This is an optimization exercise on Yosys and OpenROAD, whose aim is small area, not a production implementation.
The RTL was checked by simulation tests, not by an equivalence proof against the original design.
No driver is modelled on the clock port, so clock power and skew are understated where the tree is cut down; a real chip needs a root buffer or a tree.

Setup of pepper:
==> flow/design.v <==
module PWM
(
    input   wire    [1:0]   s,
    input   wire    [9:0]   T,
    input   wire    [9:0]   M,
    input   wire            y,
    input   wire            p0,      
    output  wire    [2:0]   OUT
);
    wire [10:0] uc;
    wire [10:0] dc;
    assign uc[0] = ~y;
    assign dc[0] = 1'b1;
    genvar i;
    generate
        for (i = 0; i < 10; i = i + 1) begin : g_cmp
            assign uc[i+1] = (T[i] & ~M[i]) | (uc[i] & (T[i] | ~M[i]));
            assign dc[i+1] = (T[i] &  M[i]) | (dc[i] & (T[i] |  M[i]));
        end
    endgenerate
    wire        up   = uc[10];
    wire        dn   = dc[10];
    reg  [2:0]  sel;
    always @(*) begin
        case (s)
            2'b01:   sel = {dn,   1'b1, up  };    
            2'b11:   sel = {1'b1, up,   dn  };    
            2'b10:   sel = {up,   dn,   1'b1};    
            default: sel = 3'b000;                
        endcase
    end
    assign OUT = p0 ? 3'b000 : sel;
endmodule
module LEDRGBCtrl
(
    input   wire    CLK,
    input   wire    nRST,
    output  wire    [2:0]    LEDs
);
    localparam [1:0] R = 2'b00, S0 = 2'b01, S1 = 2'b11, S2 = 2'b10;
    reg [1:0]   s;
    reg [9:0]   M;
    reg [7:0]   n;
    reg [9:0]   T;
    wire        isR   = (s == R);
    wire        isS2  = (s == S2);
    wire        nz    = ~|n[6:0];
    wire        y     = ~n[7] & nz;                          
    wire        m_hi  = &M[9:4];
    wire        end1  = y & m_hi & M[1] & M[0];              
    wire        end2  = y & m_hi & M[2];                     
    wire        t_end = (&T[9:4]) & T[2];                    
    wire        n_fb  = (n[7] ^ n[5] ^ n[4] ^ n[3] ^ nz) & ~(isS2 & end1);
    always @(posedge CLK or negedge nRST) begin
        if (!nRST) begin
            s <= R;
            n <= 8'd0;
        end else begin
            case (s)
                R:       s <= S0;
                S0:      s <= end1 ? S1 : S0;
                S1:      s <= end1 ? S2 : S1;
                default: s <= end2 ? S0 : S2;
            endcase
            n <= {n[6:0], n_fb};
        end
    end
    always @(posedge CLK) begin
        T <= (isR | t_end) ? 10'd12 : T + 1'b1;
        M <= (isR | end2 | (end1 & ~isS2)) ? 10'd12 : M + y;
    end
    PWM u_pwm
    (
        .s      (   s       ),
        .T      (   T       ),
        .M      (   M       ),
        .y      (   y       ),
        .p0     (   t_end   ),
        .OUT    (   LEDs    )
    );
endmodule
==> flow/config.mk <==
export PLATFORM = sky130hd
export DESIGN_NAME = LEDRGBCtrl
export DESIGN_NICKNAME = LEDRGBCtrl
export VERILOG_FILES = /design/flow/design.v
export SDC_FILE = /design/flow/constraint.sdc
export NUM_CORES = 4
export LEC_CHECK = 0
export CAP_MARGIN = 20
export CORE_MARGIN = 2
export CORE_UTILIZATION = 40
export PLACE_DENSITY = 0.9
export SLEW_MARGIN = 20
==> flow/constraint.sdc <==
create_clock -name core_clock -period 6.0 [get_ports {CLK}]
set_input_delay 1.2000 -clock core_clock [delete_from_list [all_inputs] [get_ports {CLK}]]
set_output_delay 1.2000 -clock core_clock [all_outputs]
set_load 0.01 [all_outputs]
standard.sh (not shown) runs the stock make flow with config.mk's settings and CLKGATE_MAP_FILE= SYNTH_SCRIPT=/design/flow/synth_recipe.tcl, a recipe that flattens the netlist after the stock synthesis.
==> flow/flow/run.sh <==
#!/bin/bash
# Own layout flow: the standard synthesis, then its combinational logic
# re-mapped for area with ABC (registers kept as they are: same instances,
# names and cells), then the standard ORFS layout, with the ports buffered by
# the smallest buffer and the clock distributed by one level of clock buffers
# (clock_buffer.tcl) in place of the CTS step. Each tool's output goes to a
# log_*.log file in the folder the flow runs in.
set -euo pipefail
W=$(pwd)
F=$W/flow
R=$W/orfs/results/$FLOW_PLATFORM/LEDRGBCtrl/base
PLAT=$FLOW_HOME/platforms/$FLOW_PLATFORM
LIB=$PLAT/lib/sky130_fd_sc_hd__tt_025C_1v80.lib

# 1. standard synthesis
bash standard.sh synth > log_synth_standard.log 2>&1
cp "$R/1_2_yosys.v" std_1_2_yosys.v

# 2. re-map the combinational logic, keep the smallest result
DU=$(sed -n '/DONT_USE_CELLS/,/^$/p' "$PLAT/config.mk" | grep -oE 'sky130_fd_sc_hd__[A-Za-z0-9_]+' | sed 's/^/-dont_use /' | tr '\n' ' ')
best=""
besta=""
i=0
while IFS= read -r scr; do
  [[ -z "$scr" ]] && continue
  i=$((i+1))
  echo "$scr" | tr ';' '\n' > resyn_$i.abc
  cat > resyn_$i.ys <<EOS
read_liberty -ignore_miss_func $LIB
blackbox sky130_fd_sc_hd__df*
read_verilog std_1_2_yosys.v
hierarchy -top $FLOW_TOP
flatten
opt_clean
abc -script resyn_$i.abc -liberty $LIB $DU
opt_clean -purge
hilomap -singleton -hicell sky130_fd_sc_hd__conb_1 HI -locell sky130_fd_sc_hd__conb_1 LO
insbuf -buf sky130_fd_sc_hd__buf_4 A X
splitnets
opt_clean -purge
rename -hide w:*.*
write_verilog -noattr -noexpr -nohex -nodec resyn_$i.v
design -reset
read_liberty -lib $LIB
read_verilog resyn_$i.v
hierarchy -check -top $FLOW_TOP
check -assert -mapped
stat -liberty $LIB
EOS
  if yosys -s resyn_$i.ys > log_resyn_$i.log 2>&1 < /dev/null; then
    a=$(grep "Chip area" log_resyn_$i.log | tail -1 | awk '{print $NF}')
    echo "script $i area $a: $scr"
    if [[ -z "$besta" ]] || awk -v a="$a" -v b="$besta" 'BEGIN{exit !(a<b)}'; then
      best=$i; besta=$a
    fi
  else
    echo "script $i failed: $scr"
  fi
done < "$F/abc_scripts.txt"
echo "best script $best area $besta"
if [[ -n "$best" ]]; then
  cp resyn_$best.v "$R/1_2_yosys.v"
else
  cp std_1_2_yosys.v "$R/1_2_yosys.v"
fi
rm -f "$R/1_synth.odb" "$R/1_synth.sdc"
bash standard.sh synth > log_synth_odb.log 2>&1

# 3. placement (ports buffered with the smallest buffer)
PORTS="BUFFER_PORTS_ARGS=-buffer_cell sky130_fd_sc_hd__buf_1"
bash standard.sh "$PORTS" place > log_place.log 2>&1

# 4. clock: a few clock buffers fed by the clock port in place of the CTS
# step's tree; the smallest set whose clock-pin slew stays under the target
bestc=""
bestca=""
while read -r k cell area; do
  [[ -z "$k" ]] && continue
  d=$W/clock_${k}_$cell
  rm -rf "$d"; mkdir -p "$d"
  cp "$R/3_place.odb" "$R/3_place.sdc" "$d/"
  if RESULTS=$d CLOCK_BUF=sky130_fd_sc_hd__$cell CLOCK_GROUPS=$k CLOCK_PORT=CLK \
      openroad -no_init -exit "$F/clock_buffer.tcl" > "log_clock_${k}_$cell.log" 2>&1 < /dev/null; then
    slew=$(grep CLOCK_PIN_SLEW_PS "log_clock_${k}_$cell.log" | awk '{print $2}')
    tot=$(awk -v k="$k" -v a="$area" 'BEGIN{print k*a}')
    echo "clock $k x $cell: area $tot, slew $slew ps"
    if awk -v s="$slew" 'BEGIN{exit !(s<=117)}'; then
      if [[ -z "$bestca" ]] || awk -v a="$tot" -v b="$bestca" 'BEGIN{exit !(a<b)}'; then
        bestc=$d; bestca=$tot
      fi
    fi
  fi
done < "$F/clock_options.txt"
if [[ -z "$bestc" ]]; then
  # none under the target: the option with the smallest slew
  bests=""
  for lg in log_clock_*.log; do
    sl=$(grep CLOCK_PIN_SLEW_PS "$lg" | awk '{print $2}')
    [[ -z "$sl" ]] && continue
    if [[ -z "$bests" ]] || awk -v a="$sl" -v b="$bests" 'BEGIN{exit !(a<b)}'; then
      bests=$sl; bestc=$W/$(basename "$lg" .log | sed 's/^log_//')
    fi
  done
fi
echo "clock choice $bestc"
cp "$bestc/4_1_cts.odb" "$bestc/4_cts.sdc" "$R/"

# 5. routing and the final layout
bash standard.sh "$PORTS" finish > log_layout.log 2>&1
Other scripts of this flow, unchanged in this note and not shown: flow/flow/abc_scripts.txt, flow/flow/clock_buffer.tcl, flow/flow/clock_options.txt
pepper: flow completed, timing, DRC and antenna clean
Relative to pepper, the following input files were edited for yarrow:
-- flow/design.v --
<<< pepper, line 41
    reg [1:0]   s;
    reg [9:0]   M;
    reg [7:0]   n;
    reg [9:0]   T;
    wire        isR   = (s == R);
>>> yarrow, line 41
    reg [1:0]   s;
    reg [9:0]   M;
    reg [6:0]   nl;                  
    reg         n7;                  
    wire [7:0]  n = {n7, nl};
    reg [9:0]   T;
    wire        isR   = (s == R);
<<< pepper, line 51
    wire        end2  = y & m_hi & M[2];                     
    wire        t_end = (&T[9:4]) & T[2];                    
    wire        n_fb  = (n[7] ^ n[5] ^ n[4] ^ n[3] ^ nz) & ~(isS2 & end1);
    always @(posedge CLK or negedge nRST) begin
        if (!nRST) begin
            s <= R;
            n <= 8'd0;
        end else begin
            case (s)
>>> yarrow, line 53
    wire        end2  = y & m_hi & M[2];                     
    wire        t_end = (&T[9:4]) & T[2];                    
    wire        n_fb  = ((n[7] ^ n[5] ^ n[4] ^ n[3] ^ nz) & ~(isS2 & end1)) | isR;
    always @(posedge CLK or negedge nRST) begin
        if (!nRST) begin
            s <= R;
            nl <= 7'd0;
        end else begin
            case (s)
<<< pepper, line 63
                default: s <= end2 ? S0 : S2;
            endcase
            n <= {n[6:0], n_fb};
        end
    end
    always @(posedge CLK) begin
        T <= (isR | t_end) ? 10'd12 : T + 1'b1;
        M <= (isR | end2 | (end1 & ~isS2)) ? 10'd12 : M + y;
>>> yarrow, line 65
                default: s <= end2 ? S0 : S2;
            endcase
            nl <= {n[5:0], n_fb};
        end
    end
    always @(posedge CLK) begin
        n7 <= n[6];
        T <= (isR | t_end) ? 10'd12 : T + 1'b1;
        M <= (isR | end2 | (end1 & ~isS2)) ? 10'd12 : M + y;
Findings:
Via density per instance in yarrow vs pepper: down about 4.7%. The higher count of vias placed by the detailed router of yarrow and pepper is in yarrow. Comparing yarrow and pepper, the lower core utilization of the finished layout is on yarrow. In the tables for yarrow and pepper, layout inverter count without the clock tree reads lower with pepper. Die size: yarrow is under pepper. Compared with pepper, yarrow improves total non-filler cell area in the finished layout. Diff yarrow..pepper | clock insertion delay at the later pin of the skew report | negligible. Critical path depth in yarrow is 1 higher than in pepper. Going from pepper to yarrow, routed wire length shrank slightly.
In every run of this note, the design's own scripts or RTL, not TritonCTS, make the clock network.

==> re-timing with driven ports <==
The flow's constraints put no driver on any port. The routed layouts listed below were extracted and timed again, unchanged, in two steps.
Step 1: set_driving_cell puts a clkbuf_16 on CLK and a buf_2 on each other input, an assumption about the parent block.
Step 2, shift: input delay + t, output delay - t, t = (earliest + latest rising clock arrival at the registers) / 2. This alone moves slack from input paths to output paths.
Three values: ideal ports, drivers, drivers and shift; two values: the first two.
| run | t, ns | slack for setup (ns) | worst hold slack (ns) | worst setup path after step 2 |
|---|---|---|---|---|
| pepper | 0.174 | 1.955 / 1.923 / 2.097 | 0.398 / 0.398 / 0.398 | register to output |
| yarrow | 0.169 | 2.042 / 2.011 / 2.181 | 0.385 / 0.385 / 0.385 | register to output |
After both steps every run listed still meets setup and hold.
